Context: an optimization exercise on an open-source flow, tuned for small area, a short achievable clock period and few clock cycles. The choices shown serve that exercise and are no tape-out recipe. The RTL was checked by simulation tests, not by an equivalence proof against the original design. Power is estimated from default activity; no workload was simulated.

## run 1
==> flow/design.v (excerpt) <==
module seq_mult(d, done, clk, a, b, go, reset);
  output [63:0] d;
  output reg done;
  input clk;
  input [31:0] a, b;
  input go, reset;
  reg [31:0] m;               
  reg [31:0] q;               
  reg [31:0] hi;              
  reg [3:0] e1, e2, ng;      
  reg ngl;                    
  reg [33:0] s, c;           
  reg [7:0] slo;             
  reg [7:1] clo;             
  reg first;                  
  reg fa0;                    
  reg [2:0] cnt;
  function [11:0] benc(input [8:0] v);
    integer i;
    begin
      for (i = 0; i < 4; i = i + 1) begin
        benc[i] = v[2*i+1] ^ v[2*i];
        benc[4+i] = (v[2*i+2] & ~v[2*i+1] & ~v[2*i]) | (~v[2*i+2] & v[2*i+1] & v[2*i]);
        benc[8+i] = v[2*i+2];
      end
    end
  endfunction
  wire [11:0] enc_go = benc({a[8:1], 1'b0});
  wire [11:0] enc_nx = benc({q[16] & ~(cnt == 3'd2), q[15:8]});
  wire [9:0] lo = slo + {clo, 1'b0} + {ngl, 7'd0};
  wire [1:0] cy = lo[9:8] & {2{~first}};
  wire [33:0] si = {2'd0, m & {32{fa0}}} | s & {34{~first}};
  wire [33:0] ci = {first, 33'd0} | c & {34{~first}};
  wire [32:0] mx = {1'b0, m};
  wire [32:0] m2 = {m, 1'b0};
  wire [32:0] pp0 = (mx & {33{e1[0]}} | m2 & {33{e2[0]}}) ^ {33{ng[0]}};
  wire [32:0] pp1 = (mx & {33{e1[1]}} | m2 & {33{e2[1]}}) ^ {33{ng[1]}};
  wire [32:0] pp2 = (mx & {33{e1[2]}} | m2 & {33{e2[2]}}) ^ {33{ng[2]}};
  ...
Size: about 1300 cells after synthesis, roughly 130 I/O pins, about 0.014 mm^2 of cells after synthesis.
clock: 3.3 ns
lec_check: 0
cap_margin: 20
core_margin: 2
core_utilization: 40
cts_buf_list: sky130_fd_sc_hd__clkbuf_8
place_density: 0.6
setup_slack_margin: 0.45
slew_margin: 20
standard.sh (not shown) runs the stock make flow with config.mk's settings and CLKGATE_MAP_FILE= SYNTH_SCRIPT=/design/flow/synth_recipe.tcl, a recipe that flattens the netlist after the stock synthesis.
==> flow/flow/run.sh <==
#!/bin/bash
# The standard layout (standard.sh: standard synthesis and ORFS flow),
# except that buffer_ports puts sky130_fd_sc_hd__buf_2 cells on the ports
# instead of the delay buffers it picks by itself.
set -euo pipefail
cd "$(dirname "$0")/.."
bash standard.sh "BUFFER_PORTS_ARGS=-buffer_cell sky130_fd_sc_hd__buf_2" finish > make_finish.log 2>&1
Testbench counts of run 1, summed over its fixed seeds: cycles 14,408.
diff inputs: run 1 => run 2
- PLACE_DENSITY now 0.7, was 0.6
- CORE_UTILIZATION now 50, was 40
- CTS_BUF_LIST no longer set, was sky130_fd_sc_hd__clkbuf_8
Results
- Re number of buffer and inverter instances along the worst setup path: no difference whatsoever between run 2 and run 1.
- Relative to run 1, final area has increased by about 1.1% in run 2.
- Post-route DRC violation count: run 1 vs run 2 identical
Changes in run 3 relative to run 2:
- CORE_UTILIZATION: 50 -> 40
- PLACE_DENSITY: 0.7 -> 0.6
- CTS_BUF_LIST: unset -> sky130_fd_sc_hd__clkbuf_8 sky130_fd_sc_hd__clkbuf_16
### Flow results
- Run 3 did not stop at any stage, and its layout met the timing, DRC and antenna checks.
- Run 3: switching power as a share of total power higher than run 2
- Compared with run 2, run 3 shows a higher first-pass GRT wire length.
- Changes observed in run 3 relative to run 2: fmax climbed 11 MHz; number of max-slew violations in the final report barely changed.
Here is what was changed in the inputs of run 4 compared with run 3.
- CTS_BUF_LIST removed (was sky130_fd_sc_hd__clkbuf_8 sky130_fd_sc_hd__clkbuf_16)
- GPL_ROUTABILITY_DRIVEN newly set to 0
Results
Power density relative to cell area across run 3 and run 4: no real change. Average vias per placed instance: run 4 vs run 3 — no meaningful difference. Comparing run 4 against run 3, there is no change at all in core region area. ~same relative contribution of sequential cells to total power in run 3 and run 4. On part of the total power dissipated in combinational logic, run 4 tracks run 3 almost exactly. There was hardly any difference in worst hold-check slack between run 3 and run 4.
> inputs changed (run 4 -> run 5)
- GPL_ROUTABILITY_DRIVEN no longer set, was 0
- SETUP_SLACK_MARGIN now 0.6, was 0.45
--- outcome ---
Run 5 | status: complete | timing, DRC, antenna: pass. In the reports for run 5 and run 4, the larger clock network fraction of design power belongs to run 5. Comparing run 5 with run 4, the delay of the slowest critical-path stage came out essentially unchanged. Run 5 vs run 4 — routed wire length climbed by a few percent. In run 5, the overall power of the completed layout came out 2.7% above the value in run 4. Between run 4 and run 5, final critical-path setup slack decreased.
Changes in run 6 relative to run 5:
- swapping 0.6 for 0.45 in SETUP_SLACK_MARGIN
Findings:
The core of run 6 is less densely filled than that of run 5.
Run 6 has count of clock-buffer cells in the layout above what run 5 had.
Run 6 vs run 5 — area used by sequential logic in the layout dropped slightly
For run 5, the master of the slowest instance on the critical path was sky130_fd_sc_hd__dfxtp_4, unlike run 6, where it was sky130_fd_sc_hd__dfxtp_2.
According to the power report, total power for run 6 is lower than for run 5.
Between run 6 and run 5, the critical path depth figures differ only marginally.

* * *

Another version of the RTL of seq_mult (not shown whole).
For scale: ~1500 cells after synthesis, roughly 200 flip-flops, roughly 130 I/O pins.
make LEC_CHECK=0 CAP_MARGIN=20 CORE_MARGIN=2 CORE_UTILIZATION=40 PLACE_DENSITY=0.6 SETUP_SLACK_MARGIN=1.0 SLEW_MARGIN=20 finish   # period 3.3 ns
run.sh (not shown) runs the stock make flow with config.mk's settings and CLKGATE_MAP_FILE= SYNTH_SCRIPT=/design/flow/synth_recipe.tcl, a recipe that flattens the netlist after the stock synthesis.
Stock flow here: none of the scripts above is used.
Testbench counts at the start, summed over its fixed seeds: cycles 14,408.
Rerun with:
Settings changed: CORE_UTILIZATION 40 to 60, PLACE_DENSITY 0.6 to 0.75, SETUP_SLACK_MARGIN 1.0 to 0.3.
Count of clock-buffer cells in the layout is unchanged.
Non-clock buffer count fell by 107.
Design area fell by 13%.
Setup slack loses 0.20 ns.
Rerun with:
==> flow/flow/run.sh (new file) <==
#!/bin/bash
# The standard layout (standard.sh: standard synthesis and ORFS flow),
# except that buffer_ports puts sky130_fd_sc_hd__buf_2 cells on the ports
# instead of the delay buffers it picks by itself.
set -euo pipefail
cd "$(dirname "$0")/.."
bash standard.sh "BUFFER_PORTS_ARGS=-buffer_cell sky130_fd_sc_hd__buf_2" finish > make_finish.log 2>&1
==> flow/standard.sh (new file) <==
#!/bin/bash
# synth_recipe.tcl (not shown) runs the flow's synth.tcl, then flattens the netlist and writes it again
# the make line also repeats each setting of config.mk as NAME=value (left out here)
make -C /OpenROAD-flow-scripts/flow DESIGN_CONFIG=/design/flow/config.mk WORK_HOME=/design/flow/orfs CLKGATE_MAP_FILE= SYNTH_SCRIPT=/design/flow/synth_recipe.tcl "${@:-finish}"
Settings changed: CORE_UTILIZATION 60 to 40, PLACE_DENSITY 0.75 to 0.6.
removed: flow/run.sh
After rerunning: Global-route usage decreases by 8.8 points; setup slack improves by 0.028 ns; design area went down by 2.2%; total power came out lower by 0.99%; synthesized cell count is unchanged; cell count is higher by 7.8%; worst hold slack gets better by 0.017 ns; synthesized area is unchanged; flip-flop and latch count is unchanged; first-iteration DRC count shrinks by 38%.

* * *

seq_mult again, from the RTL that the note above started with.
==> flow/design.v (excerpt) <==
module seq_mult(d, done, clk, a, b, go, reset);
  output [63:0] d;
  output reg done;
  input clk;
  input [31:0] a, b;
  input go, reset;
  reg [31:0] m;               
  reg [31:0] q;               
  reg [31:0] hi;              
  reg [3:0] e1, e2, ng;      
  reg ngl;                    
  reg [33:0] s, c;           
  reg [7:0] slo;             
  reg [7:1] clo;             
  reg first;                  
  reg fa0;                    
  reg [2:0] cnt;
  function [11:0] benc(input [8:0] v);
    integer i;
    begin
      for (i = 0; i < 4; i = i + 1) begin
        benc[i] = v[2*i+1] ^ v[2*i];
        benc[4+i] = (v[2*i+2] & ~v[2*i+1] & ~v[2*i]) | (~v[2*i+2] & v[2*i+1] & v[2*i]);
        benc[8+i] = v[2*i+2];
      end
    end
  endfunction
  wire [11:0] enc_go = benc({a[8:1], 1'b0});
  wire [11:0] enc_nx = benc({q[16] & ~(cnt == 3'd2), q[15:8]});
  wire [9:0] lo = slo + {clo, 1'b0} + {ngl, 7'd0};
  wire [1:0] cy = lo[9:8] & {2{~first}};
  wire [33:0] si = {2'd0, m & {32{fa0}}} | s & {34{~first}};
  wire [33:0] ci = {first, 33'd0} | c & {34{~first}};
  wire [32:0] mx = {1'b0, m};
  wire [32:0] m2 = {m, 1'b0};
  wire [32:0] pp0 = (mx & {33{e1[0]}} | m2 & {33{e2[0]}}) ^ {33{ng[0]}};
  wire [32:0] pp1 = (mx & {33{e1[1]}} | m2 & {33{e2[1]}}) ^ {33{ng[1]}};
  wire [32:0] pp2 = (mx & {33{e1[2]}} | m2 & {33{e2[2]}}) ^ {33{ng[2]}};
  wire [32:0] pp3 = (mx & {33{e1[3]}} | m2 & {33{e2[3]}}) ^ {33{ng[3]}};
  wire hs1;
  wire hc2;
  ...
==> flow/config.mk <==
export PLATFORM = sky130hd
export DESIGN_NAME = seq_mult
export DESIGN_NICKNAME = seq_mult
export VERILOG_FILES = /design/flow/design.v
export SDC_FILE = /design/flow/constraint.sdc
export NUM_CORES = 4
export LEC_CHECK = 0
export CAP_MARGIN = 20
export CORE_MARGIN = 2
export CORE_UTILIZATION = 40
export PLACE_DENSITY = 0.6
export SETUP_SLACK_MARGIN = 0.3
export SLEW_MARGIN = 20
==> flow/constraint.sdc <==
create_clock -name core_clock -period 3.3 [get_ports {clk}]
set_input_delay 0.6600 -clock core_clock [delete_from_list [all_inputs] [get_ports {clk}]]
set_output_delay 0.6600 -clock core_clock [all_outputs]
set_load 0.01 [all_outputs]
Stock flow here: none of the scripts above is used.
Testbench counts at the start, summed over its fixed seeds: cycles 14,408.
Then changed:
==> flow/flow/run.sh (new file) <==
#!/bin/bash
# The standard layout (standard.sh: standard synthesis and ORFS flow),
# except that buffer_ports puts sky130_fd_sc_hd__buf_1 cells on the ports
# instead of the delay buffers it picks by itself.
set -euo pipefail
cd "$(dirname "$0")/.."
bash standard.sh "BUFFER_PORTS_ARGS=-buffer_cell sky130_fd_sc_hd__buf_1" finish > make_finish.log 2>&1
==> flow/standard.sh (new file) <==
#!/bin/bash
# synth_recipe.tcl (not shown) runs the flow's synth.tcl, then flattens the netlist and writes it again
# the make line also repeats each setting of config.mk as NAME=value (left out here)
make -C /OpenROAD-flow-scripts/flow DESIGN_CONFIG=/design/flow/config.mk WORK_HOME=/design/flow/orfs CLKGATE_MAP_FILE= SYNTH_SCRIPT=/design/flow/synth_recipe.tcl "${@:-finish}"
removed: flow/run.sh
What happened: Critical path depth went up by 1; global-route usage came out lower by 0.33 points; sequential share of layout area climbs by 1.4 points; clock-buffer cell count came out higher by 2; register-to-register slack loses 60 ps; flip-flop and latch count stays the same; power drops by 1.3%; wire length stays flat; cell area went down by 4.6%; setup slack gets worse by 64 ps; synthesized cell count stays the same.
Then changed:
==> flow/run.sh (new file) <==
#!/bin/bash
# synth_recipe.tcl (not shown) runs the flow's synth.tcl, then flattens the netlist and writes it again
# the make line also repeats each setting of config.mk as NAME=value (left out here)
make -C /OpenROAD-flow-scripts/flow DESIGN_CONFIG=/design/flow/config.mk WORK_HOME=/design/flow/orfs CLKGATE_MAP_FILE= SYNTH_SCRIPT=/design/flow/synth_recipe.tcl finish
- SETUP_SLACK_MARGIN: 0.3 -> 0.6
removed: flow/flow/run.sh
removed: flow/standard.sh
After rerunning: The new run went through all stages and came out clean. Cell count grows by 4.1%. Hold slack degrades by 32 ps. Global-route usage grows by 1.1 points. Clock-buffer cell count shrinks by 1. Worst setup slack improves by 140 ps. Design area grows by 14%. Area after synthesis is unchanged. Via count grows by 6.8%.

-- separate check: timing with driven ports --
The flow's constraints put no driver on any port. The routed layouts listed below were extracted and timed again, unchanged, in two steps.
Step 1 assumes that a clkbuf_16 drives the clock port and a buf_2 every other input.
Step 2 times the ports against the registers' clock, not the clock port: input delays grow and output delays shrink by t, the midpoint of the rising clock arrivals with the driver on.
a / b / c = ideal / step 1 / step 2; a / b = the first two.
run | t, ns | slack for setup (ns) | hold slack, ns | worst setup path at the end | latest minus earliest clock arrival (ns) | pins driven straight from the clock port
run 1 | 0.533 | 0.438 / 0.438 / 0.438 | 0.332 / 0.312 / 0.565 | register to register | 0.015 / 0.014 | 1
run 2 | 0.493 | 0.366 / 0.366 / 0.366 | 0.032 / 0.002 / 0.495 | register to register | 0.010 / 0.010 | 1
run 3 | 0.497 | 0.456 / 0.456 / 0.456 | 0.027 / -0.004 / 0.494 | register to register | 0.011 / 0.011 | 1
run 4 | 0.498 | 0.454 / 0.454 / 0.454 | 0.028 / -0.003 / 0.495 | register to register | 0.012 / 0.011 | 1
run 5 | 0.495 | 0.398 / 0.398 / 0.398 | 0.024 / -0.004 / 0.491 | register to register | 0.013 / 0.012 | 1
run 6 | 0.498 | 0.454 / 0.454 / 0.454 | 0.028 / -0.003 / 0.495 | register to register | 0.012 / 0.011 | 1
the first run of note 2 | 0.516 | 0.645 / 0.645 / 0.645 | 0.316 / 0.285 / 0.556 | register to register | 0.020 / 0.019 | 1
the second run of note 2 | 0.488 | 0.450 / 0.450 / 0.450 | 0.338 / 0.308 / 0.565 | register to register | 0.023 / 0.024 | 1
the third run of note 2 | 0.514 | 0.477 / 0.477 / 0.477 | 0.355 / 0.326 / 0.556 | register to register | 0.021 / 0.022 | 1
the first run of note 3 | 0.518 | 0.481 / 0.481 / 0.481 | 0.324 / 0.299 / 0.557 | register to register | 0.021 / 0.021 | 1
the second run of note 3 | 0.512 | 0.417 / 0.417 / 0.417 | 0.354 / 0.327 / 0.564 | register to register | 0.015 / 0.015 | 1
the third run of note 3 | 0.510 | 0.552 / 0.552 / 0.552 | 0.321 / 0.296 / 0.557 | register to register | 0.016 / 0.015 | 1
After both steps every run listed still meets setup and hold.
